This is an optimization exercise on Yosys and OpenROAD, whose aim is small area and a short achievable clock period, not a production implementation. Where RTL was checked, it was by simulation tests only, not by an equivalence proof against the original. For runs 2 to 5, only the layout was checked, not whether the RTL still works. Power and IR drop assume default switching activity.

<file path="flow/abc_area.script">
strash
&get -n
&fraig -x
&put
dc2
strash
&get -n
&deepsyn -T 30
&put
strash
&get -n
&dch -f
&nf -R 1000
&put
topo
</file>
<file path="config.mk">
export PLATFORM = sky130hd
export DESIGN_NAME = roadrash_top
export DESIGN_NICKNAME = roadrash_top
export VERILOG_FILES = /design/flow/design.v
export SDC_FILE = /design/flow/constraint.sdc
export NUM_CORES = 4
export LEC_CHECK = 0
export ABC_AREA = 1
export CAP_MARGIN = 20
export CORE_MARGIN = 2
export CORE_UTILIZATION = 65
export CTS_BUF_LIST = sky130_fd_sc_hd__clkbuf_8
export CTS_CLUSTER_SIZE = 30
export SLEW_MARGIN = 20
</file>
<file path="flow/run.sh">
#!/bin/bash
# Layout flow: the standard flow (standard.sh) with these changes.
#  * The port buffers are sky130_fd_sc_hd__buf_1 instead of the delay cell
#    buffer_ports picks by default (the weakest buffer).
#  * repair_timing (after CTS and global routing) works to a setup margin of
#    62.75 ns, so it also shortens the slowest input and output paths.
# Floorplan, power grid, tap cells, placement, CTS and routing are ORFS's.
# Each step's full output goes to a log file in this folder.
set -euo pipefail
rm -rf scripts_area
cp -r "$FLOW_HOME/scripts" scripts_area
cp flow/abc_area.script scripts_area/abc_area.script
SCRIPTS_DIR="$PWD/scripts_area" ADDER_MAP_FILE= bash standard.sh synth > synth.log 2>&1
SETUP_SLACK_MARGIN=62.75 BUFFER_PORTS_ARGS="-buffer_cell sky130_fd_sc_hd__buf_1" \
  bash standard.sh finish > layout.log 2>&1
</file>
<file path="constraint.sdc">
create_clock -name core_clock -period 80.0 [get_ports {clk}]
set_input_delay 16.0000 -clock core_clock [delete_from_list [all_inputs] [get_ports {clk}]]
set_output_delay 16.0000 -clock core_clock [all_outputs]
set_load 0.01 [all_outputs]
</file>
<file path="design.v">
`timescale 1ns / 1ps
module final_main #(
    parameter integer CLK_FREQUENCY_HZ = 20000
) (
    input             clk,
    input             reset,
    input       [5:0] pBtns,
    output      [9:0] bike_col_position,
    output      [9:0] left_car_row, left_car_column,
    output      [9:0] right_car_row, right_car_column,
    output      [9:0] middle_car_row, middle_car_column,
    output reg  [2:0] left_car_icon_num, right_car_icon_num, middle_car_icon_num,
    output reg  [2:0] background_num,
    output      [1:0] speed_hunds,
    output      [3:0] speed_tens, speed_ones,
    output reg  [3:0] dist_ones, dist_tens, dist_hunds, dist_thous,
    output reg  [1:0] dist_tenthous
);
    reg [6:0] c;           
    reg [2:0] h8;          
    reg [2:0] d5, e5;      
    reg       tick50hz;
    reg       bg_step;
    wire [1:0] speed_range;    
    wire       speed_zero;
    wire w100 = (c == 7'd99);
    wire d4   = (d5 == 3'd4);
    wire ev50 = w100 & (h8[1:0] == 2'd3);
    wire ev40 = w100 & d4;
    wire ev20 = w100 & d4 & h8[0];
    wire ev10 = w100 & d4 & (h8[1:0] == 2'd3);
    wire ev5  = w100 & d4 & (h8 == 3'd7);
    wire ev1  = ev5 & (e5 == 3'd4);
    always @(posedge clk) begin
        if (reset) begin
            c  <= 7'd0;
            h8 <= 3'd0;
            d5 <= 3'd0;
            e5 <= 3'd0;
        end else if (w100) begin
            c  <= 7'd0;
            h8 <= h8 + 3'd1;
            d5 <= d4 ? 3'd0 : d5 + 3'd1;
            if (d4) e5 <= (e5 == 3'd4) ? 3'd0 : e5 + 3'd1;
        end else begin
            c <= c + 7'd1;
        end
    end
    always @(posedge clk) begin
        if (reset) begin
            tick50hz <= 1'b0;
            bg_step  <= 1'b0;
        end else begin
            tick50hz <= ev50;
            bg_step  <= ~speed_zero &
                        ((speed_range == 2'd0) ? ev5  :
                         (speed_range == 2'd1) ? ev10 :
                         (speed_range == 2'd2) ? ev20 : ev40);
        end
    end
    reg [1:0] sec_cnt;
    reg [1:0] count_init;
    reg [3:0] obst;
    always @(posedge clk) begin
        if (reset) begin
            sec_cnt    <= 2'd0;
            count_init <= 2'd2;
            obst       <= 4'd11;
        end else if (ev1) begin
            sec_cnt <= sec_cnt + 2'd1;
            if (sec_cnt == 2'd3) begin
                if (count_init[1] == count_init[0]) begin
                    obst       <= obst + 4'd7;
                    count_init <= 2'd3;
                end else begin
                    count_init <= count_init - 2'd1;
                end
            end
        end
    end
    wire obst_active          = (count_init == 2'd3) & (sec_cnt == 2'd0);
    wire left_obstacle_flag   = obst_active & obst[3] & ~(obst[2] & obst[1]);
    wire right_obstacle_flag  = obst_active & obst[2] & ~(obst[3] & obst[1]);
    wire middle_obstacle_flag = obst_active & obst[1] & ~(obst[3] & obst[2]);
    reg [7:0] acceleration;
    reg       acceleration_flag, deceleration_flag;
    always @(posedge clk) begin
        if (reset) begin
            acceleration      <= 8'd0;
            acceleration_flag <= 1'b0;
            deceleration_flag <= 1'b0;
        end else if (tick50hz) begin
            if (pBtns[1] | pBtns[3]) begin
                if (acceleration[7:6] != 2'b11)
                    acceleration <= acceleration + 8'd1;
                acceleration_flag <= ~pBtns[1];
                deceleration_flag <= pBtns[1];
            end else begin
                acceleration      <= 8'd0;
                acceleration_flag <= 1'b0;
                deceleration_flag <= 1'b1;
            end
        end
    end
    bcd_module SPEED (
        .clk(clk), .reset(reset), .tick(tick50hz),
        .decelerate(deceleration_flag), .accelerate(acceleration_flag),
        .acceleration_range(acceleration[7:6]),
        .speed_hunds(speed_hunds), .speed_tens(speed_tens), .speed_ones(speed_ones),
        .speed_range(speed_range), .speed_zero(speed_zero)
    );
    wire [4:0] dist_add = (speed_range == 2'b00) ? 5'd1 :
                          (speed_range == 2'b01) ? 5'd2 :
                          (speed_range == 2'b10) ? 5'd4 : 5'd8;
    wire [4:0] ones_sum = dist_add + dist_ones;
    wire       c0 = (ones_sum >= 5'd10);
    wire       c1 = c0 & (dist_tens == 4'd9);
    wire       c2 = c1 & (dist_hunds == 4'd9);
    wire       c3 = c2 & (dist_thous == 4'd9);
    wire       dist_sat = dist_tenthous[1] &
                          (dist_tenthous[0] | (dist_thous == 4'd9) & (dist_hunds == 4'd9) &
                           (dist_tens == 4'd9) & (dist_ones >= 4'd2));
    always @(posedge clk) begin
        if (reset) begin
            dist_ones     <= 4'd0;
            dist_tens     <= 4'd0;
            dist_hunds    <= 4'd0;
            dist_thous    <= 4'd0;
            dist_tenthous <= 2'd0;
        end else if (tick50hz) begin
            if (dist_sat) begin
                dist_ones     <= 4'd0;
                dist_tens     <= 4'd0;
                dist_hunds    <= 4'd0;
                dist_thous    <= 4'd0;
                dist_tenthous <= 2'd3;
            end else begin
                dist_ones <= c0 ? ones_sum - 5'd10 : ones_sum[3:0];
                if (c0) dist_tens  <= c1 ? 4'd0 : dist_tens + 4'd1;
                if (c1) dist_hunds <= c2 ? 4'd0 : dist_hunds + 4'd1;
                if (c2) dist_thous <= c3 ? 4'd0 : dist_thous + 4'd1;
                if (c3) dist_tenthous <= dist_tenthous + 2'd1;
            end
        end
    end
    always @(posedge clk) begin
        if (reset)
            background_num <= 3'd0;
        else if (bg_step)
            background_num <= background_num + 3'd1;
    end
    reg [9:1] bike_col;
    assign bike_col_position = {bike_col, 1'b0};
    wire [9:1] bike_right = (bike_col >= 9'd450) ? 9'd454 : bike_col + 9'd4;
    wire [9:1] bike_left  = (bike_col <= 9'd4)   ? 9'd0   : bike_col - 9'd4;
    always @(posedge clk) begin
        if (reset) begin
            bike_col <= 9'd227;
        end else if (tick50hz) begin
            if (pBtns[2])
                bike_col <= bike_right;
            else if (pBtns[4])
                bike_col <= bike_left;
        end
    end
    reg [8:0] lrow;
    reg [9:0] lcol;
    assign left_car_row    = {~lrow[8], lrow};
    assign left_car_column = lcol;
    wire [6:0] lm    = lrow[6:0];
    wire       lhold = ~lrow[8];
    reg [3:0] ldelta;
    reg [2:0] licon;
    always @(posedge clk) begin
        if (reset) begin
            lrow              <= 9'h0ff;        
            lcol              <= 10'd1023;
            left_car_icon_num <= 3'd0;
        end else if (tick50hz) begin
            if (left_obstacle_flag) begin
                lrow              <= 9'h190;        
                lcol              <= 10'd500;
                left_car_icon_num <= 3'd0;
            end else if (lhold) begin
                left_car_icon_num <= 3'd0;
            end else begin
                lrow[6:0] <= lm + 7'd1;
                if (lm == 7'd127) lrow[8:7] <= 2'b00;    
                lcol <= lcol - ldelta;
                left_car_icon_num <= licon;
            end
        end
    end
    always @(*) begin
        if (lm < 7'd31)       begin ldelta = 4'd3;  licon = 3'd2; end
        else if (lm == 7'd31) begin ldelta = 4'd15; licon = 3'd3; end
        else if (lm < 7'd46)  begin ldelta = 4'd4;  licon = 3'd3; end
        else if (lm < 7'd86)  begin ldelta = (lm == 7'd46) ? 4'd4 : 4'd5; licon = 3'd4; end
        else                  begin ldelta = 4'd6;  licon = 3'd5; end
    end
    reg       rrow8;
    reg [6:0] rm;
    reg [8:0] rcol;
    assign right_car_row    = {~rrow8, rrow8, 1'b1, rm};
    assign right_car_column = {1'b1, rcol};
    wire rhold = ((rcol[8:3] == 6'b111111) & (rcol[2] | (rcol[1] & rcol[0])));
    reg [2:0] rdelta;
    reg [2:0] ricon;
    always @(posedge clk) begin
        if (reset) begin
            rrow8              <= 1'b0;
            rm                 <= 7'd127;
            rcol               <= 9'd511;
            right_car_icon_num <= 3'd0;
        end else if (tick50hz) begin
            if (right_obstacle_flag) begin
                rrow8              <= 1'b1;
                rm                 <= 7'd16;
                rcol               <= 9'd12;
                right_car_icon_num <= 3'd0;
            end else if (rhold) begin
                right_car_icon_num <= 3'd0;
            end else begin
                rm <= rm + 7'd1;
                rcol <= rcol + rdelta;
                right_car_icon_num <= ricon;
            end
        end
    end
    always @(*) begin
        if (rm < 7'd31)      begin rdelta = 3'd3; ricon = 3'd2; end
        else if (rm < 7'd46) begin rdelta = 3'd4; ricon = 3'd3; end
        else if (rm < 7'd86) begin rdelta = 3'd5; ricon = 3'd4; end
        else                 begin rdelta = 3'd6; ricon = 3'd5; end
    end
    reg       mrow_hi;     
    reg [6:0] mm;
    reg       mcol7, mcol5, mcol4;
    assign middle_car_row    = {~mrow_hi, mrow_hi, mrow_hi, mm};
    assign middle_car_column = {2'b01, mcol7, 1'b1, mcol5, mcol4, 4'b1111};
    always @(posedge clk) begin
        if (reset) begin
            mrow_hi             <= 1'b1;
            mm                  <= 7'd16;
            {mcol7, mcol5, mcol4} <= 3'b110;
            middle_car_icon_num <= 3'd0;
        end else if (tick50hz) begin
            if (middle_obstacle_flag) begin
                mrow_hi             <= 1'b1;
                mm                  <= 7'd16;
                {mcol7, mcol5, mcol4} <= 3'b110;
                middle_car_icon_num <= 3'd0;
            end else if (!mrow_hi) begin
                middle_car_icon_num <= 3'd0;
            end else begin
                mm <= mm + 7'd1;
                if (mm == 7'd127) mrow_hi <= 1'b0;
                if (mm < 7'd31) begin
                    {mcol7, mcol5, mcol4} <= 3'b110;
                    middle_car_icon_num   <= 3'd2;
                end else if (mm < 7'd46) begin
                    {mcol7, mcol5, mcol4} <= 3'b101;
                    middle_car_icon_num   <= 3'd3;
                end else if (mm < 7'd86) begin
                    {mcol7, mcol5, mcol4} <= 3'b011;
                    middle_car_icon_num   <= 3'd4;
                end else begin
                    {mcol7, mcol5, mcol4} <= 3'b011;
                    middle_car_icon_num   <= 3'd5;
                end
            end
        end else begin
            middle_car_icon_num <= 3'd0;
        end
    end
endmodule
`timescale 1ns / 1ps
module bcd_module (
    input            clk,
    input            reset,
    input            tick,
    input            decelerate,
    input            accelerate,
    input      [1:0] acceleration_range,
    output reg [1:0] speed_hunds,
    output reg [3:0] speed_tens,
    output reg [3:0] speed_ones,
    output     [1:0] speed_range,
    output           speed_zero
);
    wire [1:0] h = speed_hunds;
    wire [3:0] t = speed_tens;
    wire [3:0] o = speed_ones;
    wire above8   = (h != 2'd0) | (t != 4'd0) | (o == 4'd9);
    wire below248 = ~h[1] | (t < 4'd4) | ((t == 4'd4) & (o < 4'd8));
    wire below64  = (h == 2'd0) & ((t < 4'd6) | ((t == 4'd6) & (o < 4'd4)));
    wire below128 = (h == 2'd0) | ((h == 2'd1) & ((t < 4'd2) | ((t == 4'd2) & (o < 4'd8))));
    wire below192 = (h == 2'd0) | ((h == 2'd1) & ((t < 4'd9) | (o < 4'd2)));
    assign speed_range = below64 ? 2'd0 : below128 ? 2'd1 : below192 ? 2'd2 : 2'd3;
    assign speed_zero  = (h == 2'd0) & (t == 4'd0) & (o == 4'd0);
    wire [3:0] up   = (acceleration_range == 2'd3) ? 4'd8 :
                      (acceleration_range == 2'd2) ? 4'd4 :
                      (acceleration_range == 2'd1) ? 4'd2 : 4'd1;
    wire [1:0] down = (acceleration_range != 2'd0) ? 2'd2 : 2'd1;
    wire [4:0] o_up = o + up;
    wire       carry  = (o_up >= 5'd10);
    wire       borrow = (o < {2'b00, down});
    wire [3:0] o_inc  = carry ? o_up[3:0] - 4'd10 : o_up[3:0];
    wire [3:0] o_dec  = borrow ? o + 4'd10 - {2'b00, down} : o - {2'b00, down};
    wire [3:0] t_inc  = (t == 4'd9) ? 4'd0 : t + 4'd1;
    wire [3:0] t_dec  = (t == 4'd0) ? 4'd9 : t - 4'd1;
    always @(posedge clk) begin
        if (reset) begin
            speed_hunds <= 2'd0;
            speed_tens  <= 4'd0;
            speed_ones  <= 4'd0;
        end else if (tick) begin
            if (decelerate) begin
                if (above8) begin
                    speed_ones <= o_dec;
                    if (borrow) begin
                        speed_tens <= t_dec;
                        if (t == 4'd0) speed_hunds <= h - 2'd1;
                    end
                end else begin
                    speed_hunds <= 2'd0;
                    speed_tens  <= 4'd0;
                    speed_ones  <= 4'd0;
                end
            end else if (accelerate) begin
                if (below248) begin
                    speed_ones <= o_inc;
                    if (carry) begin
                        speed_tens <= t_inc;
                        if (t == 4'd9) speed_hunds <= h + 2'd1;
                    end
                end else begin
                    speed_hunds <= 2'd2;
                    speed_tens  <= 4'd5;
                    speed_ones  <= 4'd5;
                end
            end
        end
    end
endmodule
module pwm_audio #(
    parameter integer CLK_FREQUENCY_HZ = 20000
) (
    input            clk,
    input            reset,
    input      [9:0] speed,        
    input      [7:0] duty_cycle,
    output reg       pwm_audio_out
);
    reg  [5:0] clk_cnt;
    reg        tickhz;
    reg  [7:0] counter;
    wire [9:0] min_speed;
    pwm_min_speed LUT (.cnt(clk_cnt), .min_speed(min_speed));
    wire top_reached = ~less10(speed, min_speed);
    wire duty_lo_less = less4(duty_cycle[3:0], counter[3:0]);
    wire duty_hi_less = less4(duty_cycle[7:4], counter[7:4]);
    wire duty_hi_eq   = (duty_cycle[7:4] == counter[7:4]);
    wire duty_high    = ~(duty_hi_less | (duty_hi_eq & duty_lo_less));
    function less4;              
        input [3:0] a, b;
        integer i;
        begin
            less4 = 1'b0;
            for (i = 0; i < 4; i = i + 1)
                less4 = (~a[i] & b[i]) | (~(a[i] ^ b[i]) & less4);
        end
    endfunction
    function less10;             
        input [9:0] a, b;
        integer i;
        begin
            less10 = 1'b0;
            for (i = 0; i < 10; i = i + 1)
                less10 = (~a[i] & b[i]) | (~(a[i] ^ b[i]) & less10);
        end
    endfunction
    always @(posedge clk) begin
        if (reset) begin
            clk_cnt <= 6'd0;
            tickhz  <= 1'b0;
        end else if (top_reached) begin
            clk_cnt <= 6'd0;
            tickhz  <= 1'b1;
        end else begin
            clk_cnt <= clk_cnt + 6'd1;
            tickhz  <= 1'b0;
        end
    end
    always @(posedge clk) begin
        if (reset) begin
            pwm_audio_out <= 1'b0;
            counter       <= 8'd0;
        end else if (tickhz) begin
            counter       <= counter + 8'd1;
            pwm_audio_out <= (duty_cycle != 8'd0) & duty_high;
        end
    end
endmodule
module pwm_min_speed (
    input  [5:0] cnt,
    output [9:0] min_speed
);
  wire new_n17, new_n18, new_n19, new_n21, new_n22, new_n24, new_n26,
    new_n27, new_n28, new_n29, new_n30, new_n31, new_n32, new_n33, new_n35,
    new_n36, new_n37, new_n38, new_n39, new_n40, new_n41, new_n43, new_n44,
    new_n45, new_n46, new_n47, new_n48, new_n49, new_n50, new_n51, new_n52,
    new_n54, new_n55, new_n56, new_n57, new_n58, new_n59, new_n60, new_n61,
    new_n62, new_n63, new_n64, new_n65, new_n67, new_n68, new_n69, new_n70,
    new_n71, new_n72, new_n73, new_n74, new_n75, new_n76, new_n77, new_n78,
    new_n79, new_n81, new_n82, new_n83, new_n84, new_n85, new_n86, new_n87,
    new_n88, new_n89, new_n90, new_n91, new_n92, new_n93, new_n94, new_n95,
    new_n96, new_n97, new_n98, new_n99, new_n100, new_n101, new_n102,
    new_n104, new_n105, new_n106, new_n107, new_n108, new_n109, new_n110,
    new_n111, new_n112, new_n113, new_n114, new_n115, new_n116, new_n117,
    new_n118, new_n119, new_n120, new_n121, new_n122, new_n123, new_n124,
    new_n125, new_n126, new_n127, new_n128;
  assign new_n17 = ~cnt[3] & ~cnt[2];
  assign new_n18 = ~cnt[5] & ~cnt[1];
  assign new_n19 = ~cnt[4] & new_n18;
  assign min_speed[9] = new_n17 & new_n19;
  assign new_n21 = ~cnt[5] & ~cnt[4];
  assign new_n22 = cnt[1] & new_n17;
  assign min_speed[8] = new_n21 & new_n22;
  assign new_n24 = ~cnt[3] & cnt[2];
  assign min_speed[7] = new_n19 & new_n24;
  assign new_n26 = cnt[3] & cnt[2];
  assign new_n27 = cnt[1] & cnt[0];
  assign new_n28 = ~cnt[3] & cnt[0];
  assign new_n29 = ~new_n27 & ~new_n28;
  assign new_n30 = ~cnt[2] & ~new_n29;
  assign new_n31 = cnt[2] & ~cnt[1];
  assign new_n32 = new_n21 & ~new_n26;
  assign new_n33 = ~new_n31 & new_n32;
  assign min_speed[6] = ~new_n30 & new_n33;
  assign new_n35 = ~cnt[2] & ~new_n27;
  assign new_n36 = cnt[4] & ~new_n35;
  assign new_n37 = cnt[4] & ~cnt[3];
  assign new_n38 = ~cnt[3] & ~cnt[1];
  assign new_n39 = ~new_n35 & ~new_n38;
  assign new_n40 = ~new_n37 & ~new_n39;
  assign new_n41 = ~cnt[5] & ~new_n36;
  assign min_speed[5] = ~new_n40 & new_n41;
  assign new_n43 = ~cnt[4] & ~cnt[0];
  assign new_n44 = ~cnt[3] & ~new_n43;
  assign new_n45 = ~new_n36 & new_n44;
  assign new_n46 = ~cnt[4] & ~cnt[1];
  assign new_n47 = ~cnt[2] & ~new_n43;
  assign new_n48 = ~new_n46 & new_n47;
  assign new_n49 = new_n46 & ~new_n47;
  assign new_n50 = cnt[3] & ~new_n48;
  assign new_n51 = ~new_n49 & new_n50;
  assign new_n52 = ~cnt[5] & ~new_n45;
  assign min_speed[4] = ~new_n51 & new_n52;
  assign new_n54 = cnt[3] & cnt[1];
  assign new_n55 = ~new_n24 & ~new_n54;
  assign new_n56 = new_n36 & new_n55;
  assign new_n57 = cnt[2] & cnt[0];
  assign new_n58 = ~cnt[4] & cnt[0];
  assign new_n59 = ~cnt[2] & ~new_n58;
  assign new_n60 = new_n54 & ~new_n59;
  assign new_n61 = ~cnt[0] & ~new_n24;
  assign new_n62 = new_n46 & ~new_n61;
  assign new_n63 = ~new_n60 & ~new_n62;
  assign new_n64 = ~new_n57 & ~new_n63;
  assign new_n65 = ~new_n56 & ~new_n64;
  assign min_speed[3] = ~cnt[5] & ~new_n65;
  assign new_n67 = ~cnt[2] & cnt[1];
  assign new_n68 = new_n37 & ~new_n67;
  assign new_n69 = ~cnt[4] & new_n55;
  assign new_n70 = ~new_n68 & ~new_n69;
  assign new_n71 = ~cnt[0] & ~new_n70;
  assign new_n72 = ~new_n37 & ~new_n54;
  assign new_n73 = new_n57 & ~new_n72;
  assign new_n74 = ~new_n71 & ~new_n73;
  assign new_n75 = ~cnt[5] & ~new_n74;
  assign new_n76 = cnt[2] & new_n27;
  assign new_n77 = cnt[5] & ~cnt[3];
  assign new_n78 = ~cnt[4] & new_n77;
  assign new_n79 = ~new_n76 & new_n78;
  assign min_speed[2] = new_n75 | new_n79;
  assign new_n81 = cnt[3] & ~cnt[0];
  assign new_n82 = ~cnt[5] & ~new_n81;
  assign new_n83 = ~new_n17 & ~new_n26;
  assign new_n84 = new_n58 & new_n83;
  assign new_n85 = ~cnt[2] & new_n43;
  assign new_n86 = ~new_n84 & ~new_n85;
  assign new_n87 = ~new_n82 & ~new_n86;
  assign new_n88 = ~cnt[5] & cnt[0];
  assign new_n89 = new_n26 & new_n88;
  assign new_n90 = ~new_n87 & ~new_n89;
  assign new_n91 = cnt[1] & ~new_n90;
  assign new_n92 = ~cnt[3] & ~cnt[0];
  assign new_n93 = ~cnt[5] & ~new_n92;
  assign new_n94 = cnt[2] & ~new_n81;
  assign new_n95 = ~new_n93 & new_n94;
  assign new_n96 = ~new_n57 & new_n93;
  assign new_n97 = new_n46 & ~new_n95;
  assign new_n98 = ~new_n96 & new_n97;
  assign new_n99 = ~new_n28 & ~new_n83;
  assign new_n100 = cnt[4] & new_n18;
  assign new_n101 = ~new_n99 & new_n100;
  assign new_n102 = ~new_n98 & ~new_n101;
  assign min_speed[1] = new_n91 | ~new_n102;
  assign new_n104 = cnt[5] & ~new_n28;
  assign new_n105 = ~cnt[0] & new_n26;
  assign new_n106 = new_n104 & ~new_n105;
  assign new_n107 = ~new_n24 & new_n82;
  assign new_n108 = cnt[1] & ~new_n106;
  assign new_n109 = ~new_n107 & new_n108;
  assign new_n110 = ~new_n38 & ~new_n57;
  assign new_n111 = new_n104 & ~new_n110;
  assign new_n112 = cnt[5] & ~cnt[1];
  assign new_n113 = ~new_n28 & ~new_n112;
  assign new_n114 = ~cnt[2] & ~new_n77;
  assign new_n115 = ~new_n113 & new_n114;
  assign new_n116 = ~new_n111 & ~new_n115;
  assign new_n117 = ~new_n109 & new_n116;
  assign new_n118 = ~cnt[4] & ~new_n117;
  assign new_n119 = ~new_n22 & ~new_n26;
  assign new_n120 = new_n82 & ~new_n119;
  assign new_n121 = ~new_n83 & ~new_n112;
  assign new_n122 = cnt[5] & ~new_n17;
  assign new_n123 = ~cnt[0] & ~new_n122;
  assign new_n124 = ~new_n121 & new_n123;
  assign new_n125 = ~new_n120 & ~new_n124;
  assign new_n126 = cnt[4] & ~new_n125;
  assign new_n127 = new_n18 & new_n105;
  assign new_n128 = ~new_n126 & ~new_n127;
  assign min_speed[0] = new_n118 | ~new_n128;
endmodule
`timescale 1ns / 1ps
module roadrash_top (
    input         clk,
    input         reset,
    input  [5:0]  pBtns,
    input  [7:0]  duty_cycle,
    output [9:0]  bike_col_position,
    output [9:0]  left_car_row, left_car_column,
    output [9:0]  right_car_row, right_car_column,
    output [9:0]  middle_car_row, middle_car_column,
    output [2:0]  left_car_icon_num, right_car_icon_num, middle_car_icon_num,
    output [2:0]  background_num,
    output [3:0]  speed_hunds, speed_tens, speed_ones,
    output [3:0]  score_ones, score_tens, score_hunds,
    output [3:0]  score_thous, score_tenthous, score_hundthous,
    output        pwm_audio_out
    );
    localparam integer CLK_FREQUENCY_HZ = 20000;
    wire [1:0] dist_tenthous, speed_h;
    final_main #(.CLK_FREQUENCY_HZ(CLK_FREQUENCY_HZ)) CONTROLLER (
        .clk(clk), .reset(reset), .pBtns(pBtns),
        .bike_col_position(bike_col_position),
        .left_car_row(left_car_row), .left_car_column(left_car_column),
        .right_car_row(right_car_row), .right_car_column(right_car_column),
        .middle_car_row(middle_car_row), .middle_car_column(middle_car_column),
        .left_car_icon_num(left_car_icon_num), .right_car_icon_num(right_car_icon_num),
        .middle_car_icon_num(middle_car_icon_num), .background_num(background_num),
        .speed_hunds(speed_h), .speed_tens(speed_tens), .speed_ones(speed_ones),
        .dist_ones(score_ones), .dist_tens(score_tens), .dist_hunds(score_hunds),
        .dist_thous(score_thous), .dist_tenthous(dist_tenthous)
    );
    assign score_tenthous  = {2'b00, dist_tenthous};
    assign score_hundthous = 4'd0;
    assign speed_hunds = {2'b00, speed_h};
    pwm_audio #(.CLK_FREQUENCY_HZ(CLK_FREQUENCY_HZ)) AUDIO (
        .clk(clk), .reset(reset), .speed({speed_h, speed_tens, speed_ones}), .duty_cycle(duty_cycle),
        .pwm_audio_out(pwm_audio_out)
    );
endmodule
</file>
<file path="standard.sh">
#!/bin/bash
# synth_recipe.tcl (not shown) runs the flow's synth.tcl, then flattens the netlist and writes it again
# the make line also repeats each setting of config.mk as NAME=value (left out here)
make -C /OpenROAD-flow-scripts/flow DESIGN_CONFIG=/design/flow/config.mk WORK_HOME=/design/flow/orfs CLKGATE_MAP_FILE= SYNTH_SCRIPT=/design/flow/synth_recipe.tcl "${@:-finish}"
</file>
==> qor.yml, run 1 <==
yosysWarningCount: 3
status: "complete, no violations"
ios: 135
dr.pass1.iters: 5
worst-setup-path-type: "register to output port"
vias_per_cell: 5.848
critPathLaunchType: "register"
ys_ff_latch: 148
clkTransAtPathRegs_ns: 0.08
power.density_mw_per_mm2: 17.77
n_antenna_cell: 0
hold_depth: 2
setup_viol: 0
core-area_mm2: 0.01037
clock_latency_ns: 0.46
timing.rr.start: "AUDIO.clk_cnt[1]$_SDFF_PP0_"
worst_path_dominant_cell_family: "flip-flops"
crit_buf_inv: 1
crit_path_max_incr_delay_ns: 0.52
port-buffer-count: 114
ctsHoldBuffers: 0
critPathSlowestCell: "dfxtp_1"
clock_skew_ns: 0.01166
critical_path.max_fanout: 11
slew_violations: 0
synth.distinct_cells: 54
grt_usage_pct: 28.06
rsz0062_at_grt: "false"
cts_root_buf: "clkbuf_8"
wl_per_cell_um: 13.71
rows: 37
numCtsBuffers: 17
syn2layout_area_growth_pct: 13.80
clock-sinks: 148
syn_avg_cell_area_um2: 7.817
finalCritPeriodShare_pct: 21.45
ys_seq_area_share_pct: 42.40
die_x_um: 107.7
synth_area_mm2: 0.006988
hp-class: "register to register"
final_hold_viol_count: 0
reg2reg_depth: 17
crit_cells: 1
p_leak_nw: 2.931
globalplace.congestion: 0.8580
crit_end: "speed_ones[1]"
hold_slack_ns: 0.4527
setup.worst_path.end_class: "output port"
die_area_mm2: 0.01160
ant_nets: 0
startpoint: "CONTROLLER.SPEED.speed_ones[1]$_SDFFE_PP0P_"
setup_tns_ns: 0
dpl-instance-area_mm2: 0.007512
vias: 6865
fill_cells: 785
totalWireLength_mm: 16.10
htreeDepth: 4
critPathArrivalTime_ns: 1.16
grt_pass1_wl_mm: 26.36
grt-ovfl-total: 0
grt_pass1_vias: 5938
worst_slew_pin_slew_ns: 0.9947
relSlewSlack_pct: 32.78
post_cts_buffers: 0
rr_endpoint: "AUDIO.clk_cnt[2]$_SDFF_PP0_"
multiInputGateArea_mm2: 0.003824
maxCapViolCount: 0
power_mw: 0.1413
ff2ff_setup_slack_ns: 76.45
ctsLongestPathBuffers: 2
cts_tree: "done"
antenna_found_initial: 0
start_util_pct: 67.39
grt_max_degree: 59
finalNetCount: 1041
drt_iter0_markers: 427
drc_errors: 0
fmax_mhz: 58.27
place_hpwl_mm: 10.91
synthArstFlopShare_pct: 0
die_height_um: 107.7
ys.flop_type: "dfxtp_1"
synthCells: 894
synth-edff-count: 0
required_ns: 64.00
period_needed_ns: 17.16
regArea_mm2: 0.002974
ir_drop_mv: 0.01407
final_cell_area_mm2: 0.007953
cp_cell_sequence: "buf_1"
drive_gt1_share_pct: 4.624
==> registers in the layout, indices dropped and copies added, names as in the netlist, 6 cells and up <==
register / flops
CONTROLLER.lcol: 10
CONTROLLER.bike_col: 9
CONTROLLER.lrow: 9
CONTROLLER.rcol: 9
AUDIO.counter: 8
CONTROLLER.acceleration: 8
CONTROLLER.c: 7
CONTROLLER.mm: 7
CONTROLLER.rm: 7
AUDIO.clk_cnt: 6
==> power breakdown <==
group          total [mW]  switching, mW  internal, mW
clock              0.0608         0.0298        0.0310
combinational     0.00573        0.00387       0.00186
sequential         0.0748       0.000878        0.0739
==> metrics by stage <==
stage,util (%),setup WS [ns],cells
6_report,76.69,62.84,1174
5_1_grt,76.69,62.75,1174
4_1_cts,76.52,62.77,1174
3_5_place_dp,72.44,62.14,1142
3_3_place_gp,72.44,62.15,1142
2_1_floorplan,-,62.78,910
==> final cells by class <==
class | count | share of cell area (%)
clock inverters | 15 | 2.297
multi-input cells | 715 | 48.08
clock buffers | 17 | 2.942
flip-flops and latches | 148 | 37.40
repair buffers | 120 | 6.057
inverters | 23 | 1.086
well taps | 136 | 2.140
==> Yosys cell counts, types with 7 or more instances <==
library cell  instances  area [um^2]
and3_1               31        193.9
or3_1                 9        56.30
a21oi_1              93        465.5
nor3_1               44        220.2
nand3b_1              7        52.55
nand2_1             111        416.7
or2_0                 9        56.30
xor2_1                8        70.07
nor4_1                9        56.30
nor2_1              114        427.9
buf_4                24        180.2
and2_0               17        106.4
o22ai_1               7        43.79
dfxtp_1             148         2963
o21ai_0              59        295.3
o21a_1               12        90.09
clkinv_1             23        86.33
xnor2_1              15        131.4
nand3_1              30        150.1
nand2b_1             11        68.82
a211oi_1              7        52.55
o31ai_1              11        82.58
a31oi_1              19        118.9
nor2b_1               9        56.30
==> cell usage in the layout (no fill, tap or decap), drive strengths merged, types with 8 or more instances in the layout <==
cell    count
buf       119
nor3       44
nor2      114
and3       31
nand2     111
o21a       12
clkinv     26
nand3      30
xnor2      15
or2         9
conb       18
nand2b     11
nor2b       9
xor2        8
o21ai      59
a21oi      93
o31ai      11
a31oi      19
nor4        9
or3         9
and2       17
clkbuf     18
dfxtp     148
==> routing by layer <==
| metal | vias to the layer above | wire length, um | global-route usage, % |
|---|---|---|---|
| met5 | - | 0 | 0 |
| met4 | 0 | 192 | 9.524 |
| met2 | 252 | 7376 | 45.46 |
| li1 | 3472 | - | - |
| met3 | 20 | 1167 | 7.203 |
| met1 | 3121 | 7364 | 36.44 |
==> worst min path at each step <==
stage,from,endpoint
2_1_floorplan,CONTROLLER.d5[2]$_SDFFE_PP0P_,CONTROLLER.d5[2]$_SDFFE_PP0P_
3_3_place_gp,CONTROLLER.bike_col[1]$_SDFFE_PP1P_,CONTROLLER.bike_col[1]$_SDFFE_PP1P_
3_5_place_dp,CONTROLLER.bike_col[1]$_SDFFE_PP1P_,CONTROLLER.bike_col[1]$_SDFFE_PP1P_
4_1_cts,CONTROLLER.bike_col[1]$_SDFFE_PP1P_,CONTROLLER.bike_col[1]$_SDFFE_PP1P_
5_1_grt,CONTROLLER.rrow8$_SDFFE_PP0P_,CONTROLLER.rrow8$_SDFFE_PP0P_
6_report,CONTROLLER.bike_col[1]$_SDFFE_PP1P_,CONTROLLER.bike_col[1]$_SDFFE_PP1P_
==> what timing repair did <==
item / in CTS / in global routing
endpoints found under the setup margin: 13 / 15
hold endpoints to repair: 0 / 0
gates resized for setup: 4 / 10
==> cells by family (layout without fill, tap and decap cells) <==
kind of cell    after synthesis  in the layout  share of synthesized area, %
flops                       148            148                         42.40
other cells                   2             18                        0.1075
compound gates              250            250                         21.50
xor+xnor                     23             23                         2.883
buf+inv                      47            175                         3.814
mux                           1              1                        0.1432
fa+ha+maj                     3              3                        0.4297
simple gates                420            420                         28.72
==> run 2, diff against run 1 <==
--- a/design.v
+++ b/design.v
@@ -25,3 +25,3 @@
     wire       speed_zero;
-    wire w100 = (c == 7'd99);
+    wire w100 = (c == C_LAST);
     wire d4   = (d5 == 3'd4);
@@ -33,5 +33,7 @@
     wire ev1  = ev5 & (e5 == 3'd4);
+    localparam [6:0] C_FIRST = 7'b0000001;
+    localparam [6:0] C_LAST  = 7'b1011101;
     always @(posedge clk) begin
         if (reset) begin
-            c  <= 7'd0;
+            c  <= C_FIRST;
             h8 <= 3'd0;
@@ -40,3 +42,3 @@
         end else if (w100) begin
-            c  <= 7'd0;
+            c  <= C_FIRST;
             h8 <= h8 + 3'd1;
@@ -45,3 +47,3 @@
         end else begin
-            c <= c + 7'd1;
+            c <= {c[5:0], c[6] ^ c[5]};
         end
==> run 2 against run 1 <==
  * Non-clock buffer count unchanged
  * Setup slack got worse by 0.65 ns
  * Sequential cell count unchanged
  * Highest routed layer unchanged
  * Global-route usage increased by 1.4 points
  * Clock skew decreased by 0.00078 ns
  * Routed wire length increased by 7.8%
  * Maximum frequency decreased by 3.6%
  * Critical path depth increased by 11
  * Still clean
  * Via count increased by 2.0%
  * Cell area increased by 0.68%
  * Cell count decreased by 0.60%
  * Clock-buffer cell count increased by 2
==> qor.yml, run 2 <==
numCtsBuffers: 17  # unchanged
cp_cell_sequence: "buf_1 -> nand2b_4 -> maj3_2 -> maj3_2 -> maj3_2 -> o21ai_1 -> o21ai_1 -> maj3_2 -> maj3_2 -> a21oi_2 -> o22ai_1 -> and2_0"
utilization_pct: 77.21  # +0.52 points
crit_buf_inv: 1  # unchanged
htreeDepth: 4  # unchanged
postLayoutSetupSlackWorst_ns: 62.19  # -0.6451 ns
port-buffer-count: 114  # unchanged
place_ws_ns: 61.71  # -0.4300 ns
ys_ff_latch: 148  # unchanged
cts_tree: "done"
synthCells: 887  # -0.78%
ant_nets: 0  # unchanged
final_hold_viol_count: 0  # unchanged
ir_drop_mv: 0.01157  # -18%
synth.distinct_cells: 54  # unchanged
critPathSlowestCell: "maj3_2"
drive_gt1_share_pct: 6.208  # +1.6 points
crit_path_max_incr_delay_ns: 0.30  # -0.22 ns
ys.flop_type: "dfxtp_1"
wl_per_cell_um: 14.87  # +8.4%
p_leak_nw: 2.905  # -0.89%
antenna_found_initial: 0  # unchanged
worst_slew_pin_slew_ns: 0.8849  # -0.1099 ns
yosysTopAreaCell: "dfxtp_1"
drc_errors: 0  # unchanged
setup_viol: 0  # unchanged
clock-sinks: 148  # unchanged
reg2reg_depth: 16  # -1
critPathArrivalTime_ns: 18.15  # +16.99 ns
drt_iter0_markers: 602  # +41%
rows: 37  # unchanged
yosysWarningCount: 3  # unchanged
die_height_um: 107.4  # -0.25%
start_util_pct: 67.04  # -0.35 points
fmax_mhz: 56.16  # -3.6%
finalNetCount: 1034  # -0.67%
synth-edff-count: 0  # unchanged
totalWireLength_mm: 17.35  # +7.8%
worst_path_dominant_cell_family: "adder cells"
internal-power_mw: 0.1076  # +0.82%
ctsHoldBuffers: 0  # unchanged
critical_path.max_fanout: 2  # -9
stdcell_count: 1167  # -0.60%
die_area_mm2: 0.01154  # -0.50%
clock_skew_ns: 0.01088  # -0.0007846 ns
ys_top_cells_by_count: "dfxtp_1 (148), nor2_1 (108), nand2_1 (103)"
critPathMostFrequentCell: "maj3_2"
synthTopCellsByArea: "dfxtp_1 (43%), a21oi_1 (6.3%), nor2_1 (5.8%)"
fill_cells: 786  # +0.13%
final_common_cell: "dfxtp_1"
switching_power_mw: 0.03197  # -7.5%
ios: 135  # unchanged
mostFrequentLayoutCells: "dfxtp_1 (143), buf_1 (112), nor2_1 (108)"
largest_reg_flops: 10  # unchanged
setup_tns_ns: 0  # unchanged
power_frac_clock_pct: 43.4  # +0.4 points
finalCritPeriodShare_pct: 22.26  # +0.81 points
setup.worst_path.end_class: "register"
dr.pass1.iters: 5  # unchanged
crit_cells: 12  # +11
critPathLaunchType: "input port"
clkTransAtPathRegs_ns: 0.08  # about the same
p_seq_share_pct: 53.2  # +0.3 points
status: "complete, no violations"
syn2layout_area_growth_pct: 15.17
grt_max_degree: 59  # unchanged
globalplace.congestion: 0.9177  # +7.0%
hp-class: "register to register"
cts_root_buf: "clkbuf_8"
maxCapViolCount: 0  # unchanged
ys_seq_area_share_pct: 42.62  # +0.22 points
grt_usage_pct: 29.48  # +1.4 points
synth_area_mm2: 0.006952  # -0.52%
swShare_pct: 22.90  # -1.6 points
pwr-share-comb_pct: 3.5  # -0.6 points
hold_slack_ns: 0.4580  # +0.005218 ns
required_ns: 80.34  # +16.34 ns
relSlewSlack_pct: 40.39  # +7.6 points
clock_latency_ns: 0.45  # about the same
synthArstFlopShare_pct: 0  # unchanged
regMostFlops: "CONTROLLER.lcol"
placed_cells: 1132  # -0.88%
period_needed_ns: 17.81  # +0.6451 ns
vias: 7004  # +2.0%
synth_top_area_share_pct: 42.62  # +0.22 points
power.density_mw_per_mm2: 17.44  # -1.9%
die_x_um: 107.4  # -0.25%
hold_depth: 1  # -1
vias_per_cell: 6.002  # +2.6%
grt-ovfl-total: 0  # unchanged
syn_avg_cell_area_um2: 7.837  # +0.27%
place_hpwl_mm: 11.90  # +9.1%
rsz0062_at_grt: "true"
slew_violations: 0  # unchanged
core-area_mm2: 0.01037  # unchanged
n_antenna_cell: 0  # unchanged
worst-setup-path-type: "input port to register"
grt_pass1_vias: 6367  # +7.2%
grt_pass1_wl_mm: 27.72  # +5.2%
synthMostInstantiatedCell: "dfxtp_1"
ctsLongestPathBuffers: 2  # unchanged
==> run 2: changes by cell type after synthesis, moves of 5 or more <==
cell      delta
a21oi_1      -6
nand2_1      -8
o21ai_0     +15
nor2b_1      +9
nor3_1      +10
and2_0       +8
nor2_1       -6
nand2b_1     +6
and3_1       -5
or2_0        -6
xnor2_1      -6
==> run 2: stage by stage <==
stage | power (mW) | instance area [um^2]
2_1_floorplan | 0.07932 | 7036
3_3_place_gp | 0.08026 | 7477
3_5_place_dp | 0.08043 | 7477
4_1_cts | 0.1399 | 7926
5_1_grt | 0.1434 | 8006
6_report | 0.1396 | 8006
==> run 2: kinds of logic after synthesis <==
logic type / share of synthesized area [%]
AOI/OAI and AO/OA: 21.90
buffers and inverters: 3.888
xor gates and xnor gates: 2.142
DFF: 42.62
other: 0.1080
and+or+nand+nor: 28.19
muxes: 0.1440
adders and majority gates: 1.008
==> run 2: cell type report <==
| type | instances | area (um^2) | share of cell area [%] |
|---|---|---|---|
| inverters | 24 | 102.6 | 1.281 |
| clock inverters | 13 | 157.7 | 1.969 |
| clock buffers | 19 | 261.5 | 3.266 |
| well taps | 136 | 170.2 | 2.125 |
| flip-flops and latches | 148 | 2969 | 37.08 |
| multi-input cells | 707 | 3847 | 48.05 |
| repair buffers | 120 | 498.0 | 6.220 |
==> run 2: timing repair <==
action / in CTS / in global routing
endpoints found under the setup margin: 61 / 14
gates resized for setup: 7 / 22
setup buffers: 1 / 2
pin swaps: 3 / 4
hold endpoints to repair: 0 / 0
==> run 2: per-layer routing <==
metal	track usage, %	part of all wire, %	vias to the layer above
li1	-	-	3430
met1	34.61	42	3238
met2	51.90	50	293
met3	6.598	6.9	43
met4	12.18	1.7	0
met5	0	0	-
==> run 2: path summary, 6_finish.rpt <==
| kind | startpoint | to | slack [ns] |
|---|---|---|---|
| max | duty_cycle[0] | AUDIO.pwm_audio_out$_SDFFE_PP0P_ | 62.19 |
| min | CONTROLLER.c[2]$_SDFF_PP0_ | CONTROLLER.c[3]$_SDFF_PP0_ | 0.46 |
| max reg2reg | CONTROLLER.lrow[8]$_SDFFE_PP0P_ | CONTROLLER.lcol[9]$_SDFFE_PP1P_ | 76.33 |
| min reg2reg | CONTROLLER.c[2]$_SDFF_PP0_ | CONTROLLER.c[3]$_SDFF_PP0_ | 0.46 |
==> run 2: power groups by stage <==
stage | Clock (mW) | Sequential [mW] | Combinational, mW
finish | 0.0605 | 0.0742 | 0.00485
global route | 0.0638 | 0.0743 | 0.00535
CTS | 0.0611 | 0.0742 | 0.00461
detailed placement | 0 | 0.0759 | 0.00449
global placement | 0 | 0.0759 | 0.00436
floorplan | 0 | 0.0758 | 0.00351
==> run 2: worst register-to-register path, delay by kind of cell, from the launching register on <==
kind,cells,cell delay (ns)
and+or+nand+nor,10,2.07
AOI/OAI and AO/OA,5,0.74
adders and majority gates,1,0.38
DFF,1,0.36
==> run 3, diff against run 2 <==
--- a/config.mk
+++ b/config.mk
@@ -12,3 +12,3 @@
 export CTS_BUF_LIST = sky130_fd_sc_hd__clkbuf_8
-export CTS_CLUSTER_SIZE = 30
+export CTS_CLUSTER_SIZE = 50
 export SLEW_MARGIN = 20
==> run 3 against run 2 <==
  * Sequential cell count stayed put
  * Sequential power about the same
  * Routed wire length unchanged
  * Utilization is the same
  * Setup slack unchanged
  * Area after synthesis did not move
  * Register-to-register slack is essentially flat
  * Total power stayed put
  * Critical path type unchanged
  * Clock power about the same
  * Global-route usage unchanged
==> qor.yml, run 3 <==
status: "complete, no violations"
ant_nets: 0  # unchanged
setup_viol: 0  # unchanged
synthArstFlopShare_pct: 0  # unchanged
cp_cell_sequence: "buf_1 -> nand2b_4 -> maj3_2 -> maj3_2 -> maj3_2 -> o21ai_1 -> o21ai_1 -> maj3_2 -> maj3_2 -> a21oi_2 -> o22ai_1 -> and2_0"
dr.pass1.iters: 5  # unchanged
finalCritPeriodShare_pct: 22.26  # unchanged
required_ns: 80.34  # about the same
hold_depth: 1  # unchanged
clock-sinks: 148  # unchanged
ys_top_cells_by_count: "dfxtp_1 (148), nor2_1 (108), nand2_1 (103)"
vias_per_cell: 6.002  # unchanged
crit_path_max_incr_delay_ns: 0.30  # about the same
stdcell_count: 1167  # unchanged
globalplace.congestion: 0.9177  # unchanged
yosysTopAreaCell: "dfxtp_1"
n_antenna_cell: 0  # unchanged
die_area_mm2: 0.01154  # unchanged
critPathLaunchType: "input port"
drt_iter0_markers: 602  # unchanged
yosysWarningCount: 3  # unchanged
p_leak_nw: 2.905  # unchanged
maxCapViolCount: 0  # unchanged
antenna_found_initial: 0  # unchanged
synth_top_area_share_pct: 42.62  # unchanged
ir_drop_mv: 0.01157  # unchanged
fill_cells: 786  # unchanged
ctsHoldBuffers: 0  # unchanged
rsz0062_at_grt: "true"
period_needed_ns: 17.81  # unchanged
syn_avg_cell_area_um2: 7.837  # unchanged
final_common_cell: "dfxtp_1"
cts_tree: "done"
numCtsBuffers: 17  # unchanged
drive_gt1_share_pct: 6.208  # unchanged
ctsLongestPathBuffers: 2  # unchanged
reg2reg_depth: 16  # unchanged
synth-edff-count: 0  # unchanged
grt_usage_pct: 29.48  # unchanged
hp-class: "register to register"
ios: 135  # unchanged
crit_cells: 12  # unchanged
synth_area_mm2: 0.006952  # unchanged
worst-setup-path-type: "input port to register"
fmax_mhz: 56.16  # unchanged
critPathMostFrequentCell: "maj3_2"
syn2layout_area_growth_pct: 15.17  # unchanged
htreeDepth: 4  # unchanged
core-area_mm2: 0.01037  # unchanged
cts_root_buf: "clkbuf_8"
setup_tns_ns: 0  # unchanged
clock_latency_ns: 0.45  # about the same
synthTopCellsByArea: "dfxtp_1 (43%), a21oi_1 (6.3%), nor2_1 (5.8%)"
worst_path_dominant_cell_family: "adder cells"
ys_ff_latch: 148  # unchanged
mostFrequentLayoutCells: "dfxtp_1 (143), buf_1 (112), nor2_1 (108)"
place_hpwl_mm: 11.90  # unchanged
grt_pass1_wl_mm: 27.72  # unchanged
synthCells: 887  # unchanged
critical_path.max_fanout: 2  # unchanged
critPathArrivalTime_ns: 18.15  # about the same
relSlewSlack_pct: 40.39  # unchanged
die_height_um: 107.4  # unchanged
final_hold_viol_count: 0  # unchanged
die_x_um: 107.4  # unchanged
rows: 37  # unchanged
grt_max_degree: 59  # unchanged
power_mw: 0.1396  # unchanged
ys_seq_area_share_pct: 42.62  # unchanged
synth.distinct_cells: 54  # unchanged
totalWireLength_mm: 17.35  # unchanged
slew_violations: 0  # unchanged
clock_skew_ns: 0.01088  # unchanged
worst_slew_pin_slew_ns: 0.8849  # unchanged
placed_cells: 1132  # unchanged
grt_pass1_vias: 6367  # unchanged
port-buffer-count: 114  # unchanged
power.density_mw_per_mm2: 17.44  # unchanged
start_util_pct: 67.04  # unchanged
ys.flop_type: "dfxtp_1"
crit_buf_inv: 1  # unchanged
setup.worst_path.end_class: "register"
clkTransAtPathRegs_ns: 0.08  # about the same
vias: 7004  # unchanged
regMostFlops: "CONTROLLER.lcol"
largest_reg_flops: 10  # unchanged
grt-ovfl-total: 0  # unchanged
synthMostInstantiatedCell: "dfxtp_1"
critPathSlowestCell: "maj3_2"
drc_errors: 0  # unchanged
finalNetCount: 1034  # unchanged
wl_per_cell_um: 14.87  # unchanged
## run 3: cell counts after synthesis
No cell type changed its count.
## run 3: logic make-up after synthesis
group	after synthesis	share of synthesized area, %
buffers and inverters	48	3.888
adders and majority gates	7	1.008
other	2	0.1080
muxes	1	0.1440
xor gates and xnor gates	17	2.142
DFF	148	42.62
AOI/OAI and AO/OA	254	21.90
and+or+nand+nor	410	28.19
## run 3: power breakdown
group          switching [mW]  internal [mW]
Sequential           0.000397         0.0738
Combinational         0.00341        0.00144
Clock                  0.0282         0.0324
Total                  0.0320          0.108
## run 3: worst paths after layout
path | startpoint | end | slack [ns]
setup reg to reg | CONTROLLER.lrow[8]$_SDFFE_PP0P_ | CONTROLLER.lcol[9]$_SDFFE_PP1P_ | 76.33
hold / removal | CONTROLLER.c[2]$_SDFF_PP0_ | CONTROLLER.c[3]$_SDFF_PP0_ | 0.46
setup / recovery | duty_cycle[0] | AUDIO.pwm_audio_out$_SDFFE_PP0P_ | 62.19
hold reg to reg | CONTROLLER.c[2]$_SDFF_PP0_ | CONTROLLER.c[3]$_SDFF_PP0_ | 0.46
## run 3: stage by stage
step | hold WS [ns] | setup slack (ns) | utilization [%] | instance area [um^2]
floorplan | 0.4217 | 61.92 | - | 7036
global placement | 0.4333 | 61.75 | 72.10 | 7477
detailed placement | 0.4460 | 61.71 | 72.10 | 7477
CTS | 0.4612 | 62.22 | 76.44 | 7926
global route | 0.4738 | 62.15 | 77.21 | 8006
finish | 0.4580 | 62.19 | 77.21 | 8006
## run 3: layer usage
layer / vias to the layer above / routed length [um] / GRT usage [%] / share of wire, %
met2: 293 / 8602 / 51.90 / 50
met5: - / 0 / 0 / 0
li1: 3430 / - / - / -
met4: 0 / 302 / 12.18 / 1.7
met1: 3238 / 7247 / 34.61 / 42
met3: 43 / 1199 / 6.598 / 6.9
## run 3: repair_timing
| action | in CTS | in global routing |
|---|---|---|
| pin swaps | 3 | 4 |
| setup endpoints to repair | 61 | 14 |
| resized for setup | 7 | 22 |
| buffers inserted | 1 | 2 |
## run 3: final cells by class
class | count | area, um^2 | share of cell area [%]
Clock buffer | 19 | 261.5 | 3.266
Multi-Input combinational cell | 707 | 3847 | 48.05
Sequential cell | 148 | 2969 | 37.08
Clock inverter | 13 | 157.7 | 1.969
Inverter | 24 | 102.6 | 1.281
Tap cell | 136 | 170.2 | 2.125
Timing Repair Buffer | 120 | 498.0 | 6.220
==> run 4, diff against run 3 <==
--- a/design.v
+++ b/design.v
@@ -362,15 +362,13 @@
     wire top_reached = ~less10(speed, min_speed);
-    wire duty_lo_less = less4(duty_cycle[3:0], counter[3:0]);
-    wire duty_hi_less = less4(duty_cycle[7:4], counter[7:4]);
-    wire duty_hi_eq   = (duty_cycle[7:4] == counter[7:4]);
-    wire duty_high    = ~(duty_hi_less | (duty_hi_eq & duty_lo_less));
-    function less4;              
-        input [3:0] a, b;
-        integer i;
-        begin
-            less4 = 1'b0;
-            for (i = 0; i < 4; i = i + 1)
-                less4 = (~a[i] & b[i]) | (~(a[i] ^ b[i]) & less4);
-        end
-    endfunction
+    wire [3:0] lt2, eq2;
+    wire [1:0] lt4, eq4;
+    wire       lt8, eq8;
+    pwm_cmp2 C0 (.a(duty_cycle[1:0]), .b(counter[1:0]), .lt(lt2[0]), .eq(eq2[0]));
+    pwm_cmp2 C1 (.a(duty_cycle[3:2]), .b(counter[3:2]), .lt(lt2[1]), .eq(eq2[1]));
+    pwm_cmp2 C2 (.a(duty_cycle[5:4]), .b(counter[5:4]), .lt(lt2[2]), .eq(eq2[2]));
+    pwm_cmp2 C3 (.a(duty_cycle[7:6]), .b(counter[7:6]), .lt(lt2[3]), .eq(eq2[3]));
+    pwm_cmb  M0 (.lt_lo(lt2[0]), .eq_lo(eq2[0]), .lt_hi(lt2[1]), .eq_hi(eq2[1]), .lt(lt4[0]), .eq(eq4[0]));
+    pwm_cmb  M1 (.lt_lo(lt2[2]), .eq_lo(eq2[2]), .lt_hi(lt2[3]), .eq_hi(eq2[3]), .lt(lt4[1]), .eq(eq4[1]));
+    pwm_cmb  M2 (.lt_lo(lt4[0]), .eq_lo(eq4[0]), .lt_hi(lt4[1]), .eq_hi(eq4[1]), .lt(lt8), .eq(eq8));
+    wire       duty_high = ~lt8;      
     function less10;             
@@ -406,2 +404,16 @@
 endmodule
+module pwm_cmp2 (
+    input  [1:0] a, b,
+    output       lt, eq
+);
+    assign lt = (~a[1] & b[1]) | (~(a[1] ^ b[1]) & ~a[0] & b[0]);
+    assign eq = (a == b);
+endmodule
+module pwm_cmb (
+    input  lt_lo, eq_lo, lt_hi, eq_hi,
+    output lt, eq
+);
+    assign lt = lt_hi | (eq_hi & lt_lo);
+    assign eq = eq_hi & eq_lo;
+endmodule
 module pwm_min_speed (
--- a/flow/run.sh
+++ b/flow/run.sh
@@ -12,3 +12,4 @@
 cp flow/abc_area.script scripts_area/abc_area.script
-SCRIPTS_DIR="$PWD/scripts_area" ADDER_MAP_FILE= bash standard.sh synth > synth.log 2>&1
+SCRIPTS_DIR="$PWD/scripts_area" ADDER_MAP_FILE= SYNTH_KEEP_MODULES="pwm_cmp2 pwm_cmb" \
+  bash standard.sh synth > synth.log 2>&1
 SETUP_SLACK_MARGIN=62.75 BUFFER_PORTS_ARGS="-buffer_cell sky130_fd_sc_hd__buf_1" \
--- a/config.mk
+++ b/config.mk
@@ -12,3 +12,3 @@
 export CTS_BUF_LIST = sky130_fd_sc_hd__clkbuf_8
-export CTS_CLUSTER_SIZE = 50
+export CTS_CLUSTER_SIZE = 30
 export SLEW_MARGIN = 20
==> run 4 against run 3 <==
  * Still clean on timing, DRC and antenna
  * Combinational power is 4.3% lower
  * Hold slack gained 0.0020 ns
  * Sequential share of layout area grew 0.064 points
  * Global-route usage is 1.8 points lower
  * Critical path depth decreased by 11
  * First-iteration DRC count fell by 21%
  * Largest power group unchanged
==> qor.yml, run 4 <==
slew_violations: 0  # unchanged
start_util_pct: 67.48  # +0.45 points
power_mw: 0.1402  # +0.44%
largest_reg_flops: 10  # unchanged
use_met1_pct: 35.51  # +0.90 points
yosysWarningCount: 3  # unchanged
rows: 37  # unchanged
htreeDepth: 4  # unchanged
die_area_mm2: 0.01161  # +0.64%
critPathLaunchType: "register"
ctsLongestPathBuffers: 2  # unchanged
final_common_cell: "dfxtp_1"
worst_path_dominant_cell_family: "flip-flops"
clock-sinks: 148  # unchanged
use_met2_pct: 46.18  # -5.7 points
syn_avg_cell_area_um2: 7.854  # +0.21%
clock_skew_ns: 0.007591  # -0.003286 ns
met3_usage_pct: 6.416  # -0.18 points
drc_errors: 0  # unchanged
p_leak_nw: 2.995  # +3.1%
synth_area_mm2: 0.006998  # +0.67%
clock_latency_ns: 0.45  # about the same
critPathSlowestCell: "dfxtp_1"
setup.worst_path.end_class: "output port"
grt_usage_pct: 27.71  # -1.8 points
post_cts_buffers: 0  # -1
status: "complete, no violations"
placed_cells: 1135  # +0.27%
hold_slack_ns: 0.4600  # +0.001992 ns
ctsHoldBuffers: 0  # unchanged
mostFrequentLayoutCells: "dfxtp_1 (143), buf_1 (113), nor2_1 (100)"
worst_slew_pin_slew_ns: 0.8477  # -0.03712 ns
stdcell_count: 1167  # unchanged
crit_buf_inv: 1  # unchanged
core-area_mm2: 0.01037  # unchanged
totalWireLength_mm: 15.54  # -10%
wl_per_cell_um: 13.32  # -10%
period_needed_ns: 17.18  # -0.6230 ns
synthCells: 891  # +0.45%
numCtsBuffers: 17  # unchanged
fill_cells: 791  # +0.64%
cts_tree: "done"
antenna_found_initial: 0  # unchanged
ant_nets: 0  # unchanged
drive_gt1_share_pct: 4.462  # -1.7 points
grt-ovfl-total: 0  # unchanged
place_hpwl_mm: 10.57  # -11%
setup_tns_ns: 0  # unchanged
die_x_um: 107.8  # +0.32%
hp-class: "register to register"
relSlewSlack_pct: 42.89  # +2.5 points
dr.pass1.iters: 5  # unchanged
grt_max_degree: 46  # -22%
critical_path.max_fanout: 11  # +9
ir_drop_mv: 0.02284  # +97%
finalCritPeriodShare_pct: 21.48  # -0.78 points
ios: 135  # unchanged
globalplace.congestion: 0.9527  # +3.8%
clkTransAtPathRegs_ns: 0.08  # about the same
cp_cell_sequence: "buf_1"
worst-setup-path-type: "register to output port"
critPathArrivalTime_ns: 1.18  # -16.97 ns
vias: 6734  # -3.9%
rsz0062_at_grt: "false"
regMostFlops: "CONTROLLER.lcol"
fmax_mhz: 58.20  # +3.6%
final_hold_viol_count: 0  # unchanged
syn2layout_area_growth_pct: 14.21
n_antenna_cell: 0  # unchanged
crit_path_max_incr_delay_ns: 0.55  # +0.25 ns
die_height_um: 107.8  # +0.32%
grt_pass1_vias: 5891  # -7.5%
grt_pass1_wl_mm: 26.34  # -5.0%
finalNetCount: 1034  # unchanged
required_ns: 64.00  # -16.34 ns
port-buffer-count: 114  # unchanged
cts_root_buf: "clkbuf_8"
vias_per_cell: 5.770  # -3.9%
setup_viol: 0  # unchanged
power.density_mw_per_mm2: 17.54  # +0.62%
place_ws_ns: 61.66  # -0.04250 ns
maxCapViolCount: 0  # unchanged
drt_iter0_markers: 474  # -21%
grt_busiest_layer: "met2"
postLayoutSetupSlackWorst_ns: 62.82  # +0.6230 ns
[run 4: changes by cell type in the layout (fill, tap and decap cells not counted), moves of 5 or more]
cell / delta
or2_0: +5
nor2_1: -8
xnor2_1: +8
clkinv_1: +9
a21o_1: +6
o21a_1: -5
maj3_2: -5
nand2_1: -5
o21ai_0: +8
nor3_1: -7
[run 4: cell type report]
type | instances | area [um^2] | share of cell area [%]
multi-input cells | 703 | 3839 | 48.03
well taps | 136 | 170.2 | 2.129
repair buffers | 116 | 451.7 | 5.651
clock inverters | 12 | 155.1 | 1.941
flip-flops and latches | 148 | 2969 | 37.15
clock buffers | 20 | 275.3 | 3.444
inverters | 32 | 132.6 | 1.659
[run 4: what timing repair did]
action,in CTS,in global routing
gates resized for setup,6,6
pin swaps,0,1
endpoints found under the setup margin,45,12
[run 4: final timing paths]
kind / start / endpoint / slack [ns] / cells past startpoint
min: CONTROLLER.c[2]$_SDFF_PP0_ / CONTROLLER.c[3]$_SDFF_PP0_ / 0.46 / 1
max: CONTROLLER.SPEED.speed_tens[0]$_SDFFE_PP0P_ / speed_tens[0] / 62.82 / 1
min reg2reg: CONTROLLER.c[2]$_SDFF_PP0_ / CONTROLLER.c[3]$_SDFF_PP0_ / 0.46 / 1
max reg2reg: AUDIO.clk_cnt[3]$_SDFF_PP0_ / AUDIO.clk_cnt[3]$_SDFF_PP0_ / 76.41 / 17
[run 4: power by group]
group | switching, mW | internal [mW]
combinational | 0.00323 | 0.00142
sequential | 0.000449 | 0.0739
clock | 0.0280 | 0.0333
[run 4: routing by layer]
layer	share of wire, %	routed length, um
met5	0	0
met2	47	7369
met4	1.1	176
met1	45	6960
met3	6.7	1037
[run 4: per-stage QoR]
step                      utilization (%)  instance area (um^2)
after floorplan                         -                  7093
after global placement              72.59                  7527
after detailed placement            72.59                  7527
after CTS                           76.93                  7978
after global routing                77.08                  7993
final                               77.08                  7993
==> run 5, diff against run 4 <==
--- a/config.mk
+++ b/config.mk
@@ -12,3 +12,4 @@
 export CTS_BUF_LIST = sky130_fd_sc_hd__clkbuf_8
-export CTS_CLUSTER_SIZE = 30
+export CTS_CLUSTER_DIAMETER = 100
+export CTS_CLUSTER_SIZE = 40
 export SLEW_MARGIN = 20
==> run 5 against run 4 <==
  * Still clean
  * Clock-buffer cell count did not move
  * Clock skew stayed put
  * Area after synthesis unchanged
  * Total power unchanged
  * Sequential power barely moved
==> qor.yml, run 5 <==
die_area_mm2: 0.01161  # unchanged
drive_gt1_share_pct: 4.462  # unchanged
vias: 6734  # unchanged
status: "complete, no violations"
finalNetCount: 1034  # unchanged
cts_root_buf: "clkbuf_8"
grt_pass1_wl_mm: 26.34  # unchanged
final_common_cell: "dfxtp_1"
die_x_um: 107.8  # unchanged
fill_cells: 791  # unchanged
ff2ff_setup_slack_ns: 76.41  # about the same
rsz0062_at_grt: "false"
crit_buf_inv: 1  # unchanged
reg2reg_depth: 17  # unchanged
critPathArrivalTime_ns: 1.18  # about the same
finalCritPeriodShare_pct: 21.48  # unchanged
post_cts_buffers: 0  # unchanged
hp-class: "register to register"
grt-ovfl-total: 0  # unchanged
clock-sinks: 148  # unchanged
required_ns: 64.00  # about the same
cts_tree: "done"
final_hold_viol_count: 0  # unchanged
n_antenna_cell: 0  # unchanged
regArea_mm2: 0.002969  # unchanged
critPathLaunchType: "register"
setup_tns_ns: 0  # unchanged
p_leak_nw: 2.995  # unchanged
timing.rr.start: "AUDIO.clk_cnt[3]$_SDFF_PP0_"
numCtsBuffers: 17  # unchanged
drc_errors: 0  # unchanged
rows: 37  # unchanged
period_needed_ns: 17.18  # unchanged
worst-setup-path-type: "register to output port"
slew_violations: 0  # unchanged
critPathSlowestCell: "dfxtp_1"
hold_depth: 1  # unchanged
ctsLongestPathBuffers: 2  # unchanged
clock_latency_ns: 0.45  # about the same
grt_usage_pct: 27.71  # unchanged
mostFrequentLayoutCells: "dfxtp_1 (143), buf_1 (113), nor2_1 (100)"
rr_endpoint: "AUDIO.clk_cnt[3]$_SDFF_PP0_"
largest_reg_flops: 10  # unchanged
die_height_um: 107.8  # unchanged
vias_per_cell: 5.770  # unchanged
grt_max_degree: 46  # unchanged
yosysWarningCount: 3  # unchanged
antenna_found_initial: 0  # unchanged
power.density_mw_per_mm2: 17.54  # unchanged
min_to: "CONTROLLER.c[3]$_SDFF_PP0_"
crit_path_max_incr_delay_ns: 0.55  # about the same
clock_skew_ns: 0.007591  # unchanged
regMostFlops: "CONTROLLER.lcol"
cp_cell_sequence: "buf_1"
totalWireLength_mm: 15.54  # unchanged
setup.worst_path.end_class: "output port"
worst_slew_pin_slew_ns: 0.8477  # unchanged
globalplace.congestion: 0.9527  # unchanged
start_util_pct: 67.48  # unchanged
drt_iter0_markers: 474  # unchanged
hold_start: "CONTROLLER.c[2]$_SDFF_PP0_"
relSlewSlack_pct: 42.89  # unchanged
ir_drop_mv: 0.02284  # unchanged
ios: 135  # unchanged
ant_nets: 0  # unchanged
fmax_mhz: 58.20  # unchanged
port-buffer-count: 114  # unchanged
critical_path.max_fanout: 11  # unchanged
place_hpwl_mm: 10.57  # unchanged
htreeDepth: 4  # unchanged
synthCells: 891  # unchanged
worst_path_dominant_cell_family: "flip-flops"
clkTransAtPathRegs_ns: 0.08  # about the same
dr.pass1.iters: 5  # unchanged
syn_avg_cell_area_um2: 7.854  # unchanged
setup_viol: 0  # unchanged
syn2layout_area_growth_pct: 14.21  # unchanged
grt_pass1_vias: 5891  # unchanged
wl_per_cell_um: 13.32  # unchanged
core-area_mm2: 0.01037  # unchanged
power_mw: 0.1402  # unchanged
multiInputGateArea_mm2: 0.003839  # unchanged
maxCapViolCount: 0  # unchanged
synth_area_mm2: 0.006998  # unchanged
-- run 5: worst max-delay path by stage --
stage,startpoint,to,depth (start not counted)
finish,CONTROLLER.SPEED.speed_tens[0]$_SDFFE_PP0P_,speed_tens[0],1
global route,pBtns[2],CONTROLLER.bike_col[5]$_SDFFE_PP0P_,8
CTS,CONTROLLER.SPEED.speed_tens[1]$_SDFFE_PP0P_,speed_tens[1],1
detailed placement,reset,CONTROLLER.dist_tens[3]$_SDFFE_PP0P_,8
global placement,reset,CONTROLLER.dist_tens[3]$_SDFFE_PP0P_,8
floorplan,pBtns[4],CONTROLLER.bike_col[6]$_SDFFE_PP1P_,7
-- run 5: routing by layer --
layer / wire length [um] / GRT usage, %
met4: 176 / 8.974
met2: 7369 / 46.18
met3: 1037 / 6.416
met1: 6960 / 35.51
met5: 0 / 0
-- run 5: layout make-up --
type / count / share of cell area [%]
Sequential cell: 148 / 37.15
Timing Repair Buffer: 116 / 5.651
Tap cell: 136 / 2.129
Clock buffer: 20 / 3.444
Multi-Input combinational cell: 703 / 48.03
Clock inverter: 12 / 1.941
Inverter: 32 / 1.659
-- run 5: power by group --
group | total (mW) | switching [mW] | leakage (nW) | internal [mW]
clock network | 0.0612 | 0.0280 | 0.208 | 0.0333
registers | 0.0743 | 0.000449 | 1.20 | 0.0739
logic | 0.00464 | 0.00323 | 1.59 | 0.00142
-- run 5: stage by stage --
| step | hold slack, ns | cell area (um^2) | setup WS (ns) | instances | utilization (%) |
|---|---|---|---|---|---|
| after floorplan | 0.4217 | 7093 | 62.58 | 907 | - |
| after global placement | 0.4272 | 7527 | 61.68 | 1135 | 72.59 |
| after detailed placement | 0.4400 | 7527 | 61.66 | 1135 | 72.59 |
| after CTS | 0.4623 | 7978 | 62.75 | 1167 | 76.93 |
| after global routing | 0.4780 | 7993 | 62.75 | 1167 | 77.08 |
| final | 0.4600 | 7993 | 62.82 | 1167 | 77.08 |
-- run 5: timing repair --
action / in CTS / in global routing
endpoints found under the setup margin: 45 / 12
pin swaps: 0 / 1
hold buffers: 0 / 0
resized for setup: 6 / 6

[static timing again, ports no longer ideal]
The flow's constraints put no driver on any port. The routed layouts listed below were extracted and timed again, unchanged, in two steps. Step 1, drivers: a clkbuf_16 drives clk and a buf_2 each remaining input, both assumed. Step 2, shift: input delay + t, output delay - t, t = (earliest + latest rising clock arrival at the registers) / 2. This alone moves slack from input paths to output paths. Slacks: ideal / step 1 / step 2; pairs: ideal / step 1.
| run | shift t [ns] | slack for setup (ns) | worst setup path at the end | clock arrival spread, ns | worst slew at a driven data input, ns |
|---|---|---|---|---|---|
| run 1 | 0.486 | 62.839 / 62.804 / 62.464 | input to register | 0.012 / 0.012 | 0.04 |
| run 2 | 0.474 | 62.193 / 62.204 / 61.729 | input to register | 0.011 / 0.011 | 0.07 |
| run 3 | 0.474 | 62.193 / 62.204 / 61.729 | input to register | 0.011 / 0.011 | 0.07 |
| run 4 | 0.480 | 62.816 / 62.780 / 62.394 | input to register | 0.009 / 0.010 | 0.03 |
| run 5 | 0.480 | 62.816 / 62.780 / 62.394 | input to register | 0.009 / 0.010 | 0.03 |
After both steps setup and hold are still met in every run listed.
